Background: an optimization exercise with open tools, aiming at small area, a short achievable clock period and few clock cycles per item. Do not read the settings as production practice. The RTL was checked by simulation tests, not by an equivalence proof against the original design.

rev 12:
## CHIP
module CHIP(CLK, RESET, ENABLE, DATA_IN, DATA_OUT, READY);
input           CLK;
input           RESET;
input           ENABLE;
input   [7:0]   DATA_IN;
output  [7:0]   DATA_OUT;
output          READY;
reg     [7:0]   DATA_OUT;
reg             READY;
reg     [4:0]   ph;
reg             stp;         
reg             st6;         
reg     [3:0]   one, two, neg;   
reg     [3:0]   onb, twb, ngb;   
reg             lo8;         
reg             enc;         
reg             e8;          
reg             e14;         
reg             st0;         
reg             r10;         
reg             stk;         
reg             x16;         
reg             x17;         
reg             o23;         
reg             o24;         
reg     [63:0]  A;
reg     [7:0]   bb;          
reg     [3:0]   eblo;        
reg     [53:0]  S;
reg     [53:0]  C;
reg     [7:0]   S_lo;
reg     [7:0]   C_lo;
reg             rcar;
reg             sticky;
  ...
Size in the first run: roughly 1700 cells after synthesis, about 280 flip-flops, roughly 18000 µm² of cells after synthesis.
==> flow/config.mk <==
export PLATFORM = sky130hd
export DESIGN_NAME = CHIP
export DESIGN_NICKNAME = CHIP
export VERILOG_FILES = /design/flow/design.v
export SDC_FILE = /design/flow/constraint.sdc
export NUM_CORES = 4
export LEC_CHECK = 0
export CAP_MARGIN = 20
export CORE_MARGIN = 2
export CORE_UTILIZATION = 65
export SETUP_SLACK_MARGIN = 5
export SLEW_MARGIN = 20
export SYNTH_HIERARCHICAL = 1
export SYNTH_MINIMUM_KEEP_SIZE = 0
==> flow/constraint.sdc <==
create_clock -name core_clock -period 8.0 [get_ports {CLK}]
set_input_delay 1.6000 -clock core_clock [delete_from_list [all_inputs] [get_ports {CLK}]]
set_output_delay 1.6000 -clock core_clock [all_outputs]
set_load 0.01 [all_outputs]
standard.sh (not shown) runs the stock make flow with config.mk's settings and CLKGATE_MAP_FILE= SYNTH_SCRIPT=/design/flow/synth_recipe.tcl, a recipe that flattens the netlist after the stock synthesis.
==> flow/flow/run.sh <==
#!/bin/bash
# Layout flow: the standard flow (standard.sh), unchanged for synthesis and
# floorplan/power grid, with these settings for the steps after synthesis:
#  - the delay cells (clkdlybuf4s*, dlygate4sd*, dlymetal6s*) join the platform's
#    don't-use list, so that port, fanout and repair buffers are plain buffers;
#  - timing repair may change a cell's footprint (MATCH_CELL_FOOTPRINT=0);
#  - timing repair aims 0.4 ns beyond the clock period (SETUP_SLACK_MARGIN=5.4)
#    using sizing, pin swaps and cloning only.
# Each step's output goes to a log file in the folder the flow runs in; ORFS keeps
# its own logs under orfs/logs.
set -euo pipefail
cd "$(dirname "$0")/.."
PLATFORM_DONT_USE="sky130_fd_sc_hd__probe_p_8 sky130_fd_sc_hd__probec_p_8 sky130_fd_sc_hd__lpflow_bleeder_1 sky130_fd_sc_hd__lpflow_clkbufkapwr_1 sky130_fd_sc_hd__lpflow_clkbufkapwr_16 sky130_fd_sc_hd__lpflow_clkbufkapwr_2 sky130_fd_sc_hd__lpflow_clkbufkapwr_4 sky130_fd_sc_hd__lpflow_clkbufkapwr_8 sky130_fd_sc_hd__lpflow_clkinvkapwr_1 sky130_fd_sc_hd__lpflow_clkinvkapwr_16 sky130_fd_sc_hd__lpflow_clkinvkapwr_2 sky130_fd_sc_hd__lpflow_clkinvkapwr_4 sky130_fd_sc_hd__lpflow_clkinvkapwr_8 sky130_fd_sc_hd__lpflow_decapkapwr_12 sky130_fd_sc_hd__lpflow_decapkapwr_3 sky130_fd_sc_hd__lpflow_decapkapwr_4 sky130_fd_sc_hd__lpflow_decapkapwr_6 sky130_fd_sc_hd__lpflow_decapkapwr_8 sky130_fd_sc_hd__lpflow_inputiso0n_1 sky130_fd_sc_hd__lpflow_inputiso0p_1 sky130_fd_sc_hd__lpflow_inputiso1n_1 sky130_fd_sc_hd__lpflow_inputiso1p_1 sky130_fd_sc_hd__lpflow_inputisolatch_1 sky130_fd_sc_hd__lpflow_isobufsrc_1 sky130_fd_sc_hd__lpflow_isobufsrc_16 sky130_fd_sc_hd__lpflow_isobufsrc_2 sky130_fd_sc_hd__lpflow_isobufsrc_4 sky130_fd_sc_hd__lpflow_isobufsrc_8 sky130_fd_sc_hd__lpflow_isobufsrckapwr_16 sky130_fd_sc_hd__lpflow_lsbuf_lh_hl_isowell_tap_1 sky130_fd_sc_hd__lpflow_lsbuf_lh_hl_isowell_tap_2 sky130_fd_sc_hd__lpflow_lsbuf_lh_hl_isowell_tap_4 sky130_fd_sc_hd__lpflow_lsbuf_lh_isowell_4 sky130_fd_sc_hd__lpflow_lsbuf_lh_isowell_tap_1 sky130_fd_sc_hd__lpflow_lsbuf_lh_isowell_tap_2 sky130_fd_sc_hd__lpflow_lsbuf_lh_isowell_tap_4"
DELAY_CELLS="sky130_fd_sc_hd__clkdlybuf4s15_1 sky130_fd_sc_hd__clkdlybuf4s15_2 sky130_fd_sc_hd__clkdlybuf4s18_1 sky130_fd_sc_hd__clkdlybuf4s18_2 sky130_fd_sc_hd__clkdlybuf4s25_1 sky130_fd_sc_hd__clkdlybuf4s25_2 sky130_fd_sc_hd__clkdlybuf4s50_1 sky130_fd_sc_hd__clkdlybuf4s50_2 sky130_fd_sc_hd__dlygate4sd1_1 sky130_fd_sc_hd__dlygate4sd2_1 sky130_fd_sc_hd__dlygate4sd3_1 sky130_fd_sc_hd__dlymetal6s2s_1 sky130_fd_sc_hd__dlymetal6s4s_1 sky130_fd_sc_hd__dlymetal6s6s_1"
bash standard.sh synth > synth.log 2>&1
bash standard.sh "DONT_USE_CELLS=$PLATFORM_DONT_USE $DELAY_CELLS" MATCH_CELL_FOOTPRINT=0 \
    SETUP_SLACK_MARGIN=5.4 SETUP_MOVE_SEQUENCE=sizeup,swap,clone finish > layout.log 2>&1
Rev 12: full flow OK, the timing, DRC and antenna checks passed
Testbench counts of rev 12, summed over its fixed seeds: cycles 9,984, items 384.
#### Input delta (rev 13 over rev 12)
-- flow/flow/run.sh --
<<< rev 12, line 6
#  - timing repair may change a cell's footprint (MATCH_CELL_FOOTPRINT=0);
#  - timing repair aims 0.4 ns beyond the clock period (SETUP_SLACK_MARGIN=5.4)
#    using sizing, pin swaps and cloning only.
# Each step's output goes to a log file in the folder the flow runs in; ORFS keeps
# its own logs under orfs/logs.
>>> rev 13, line 6
#  - timing repair may change a cell's footprint (MATCH_CELL_FOOTPRINT=0);
#  - timing repair aims 0.4 ns beyond the clock period (SETUP_SLACK_MARGIN=5.4)
#    using sizing, pin swaps and cloning only;
#  - clock tree synthesis clusters up to 24 sinks within 60 um per leaf buffer
#    and inserts no dummy loads (CTS_ARGS).
# Each step's output goes to a log file in the folder the flow runs in; ORFS keeps
# its own logs under orfs/logs.
<<< rev 12, line 15
bash standard.sh synth > synth.log 2>&1
bash standard.sh "DONT_USE_CELLS=$PLATFORM_DONT_USE $DELAY_CELLS" MATCH_CELL_FOOTPRINT=0 \
    SETUP_SLACK_MARGIN=5.4 SETUP_MOVE_SEQUENCE=sizeup,swap,clone finish > layout.log 2>&1
>>> rev 13, line 17
bash standard.sh synth > synth.log 2>&1
bash standard.sh "DONT_USE_CELLS=$PLATFORM_DONT_USE $DELAY_CELLS" MATCH_CELL_FOOTPRINT=0 \
    SETUP_SLACK_MARGIN=5.4 SETUP_MOVE_SEQUENCE=sizeup,swap,clone \
    "CTS_ARGS=-sink_clustering_enable -repair_clock_nets -dont_use_dummy_load -sink_clustering_size 24 -sink_clustering_max_diameter 60" \
    finish > layout.log 2>&1
Results
Delta (rev 13 minus rev 12): adder-cell area share of the yosys netlist comparable, worst stage delay on the critical path increased by 0.02 ns relative to the old numbers, final routed wirelength across all metal layers went down 1.6%.
Looking at the reports, rev 13 completed the entire flow and the layout it produced met the timing, DRC and antenna checks.

afterwards: timing with drivers on the ports:
No port has a modelled driver above. Below, the same layouts with a new extraction and two added sets of constraints.
Step 1 assumes that a clkbuf_16 drives the clock port and a buf_2 every other input.
Step 2 adds t to the input delays and takes it off the output delays; t is the mean of the earliest and latest rising clock arrival at the registers after step 1. Input paths then give back, and output paths get back, about the clock's delay inside the block.
Three values: ideal ports, drivers, drivers and shift; two values: the first two.
| run | t, ns | setup WS [ns] | worst setup path after step 2 | cell pins on the clock port's net |
|---|---|---|---|---|
| rev 12 | 0.569 | 5.368 / 5.368 / 5.093 | input to register | 1 |
| rev 13 | 0.584 | 5.363 / 5.363 / 5.087 | input to register | 1 |
After both steps every run listed still meets setup and hold. For rev 13, which loses most, drivers alone change the setup slack by 0.000 ns; drivers and shift together by -0.276 ns.
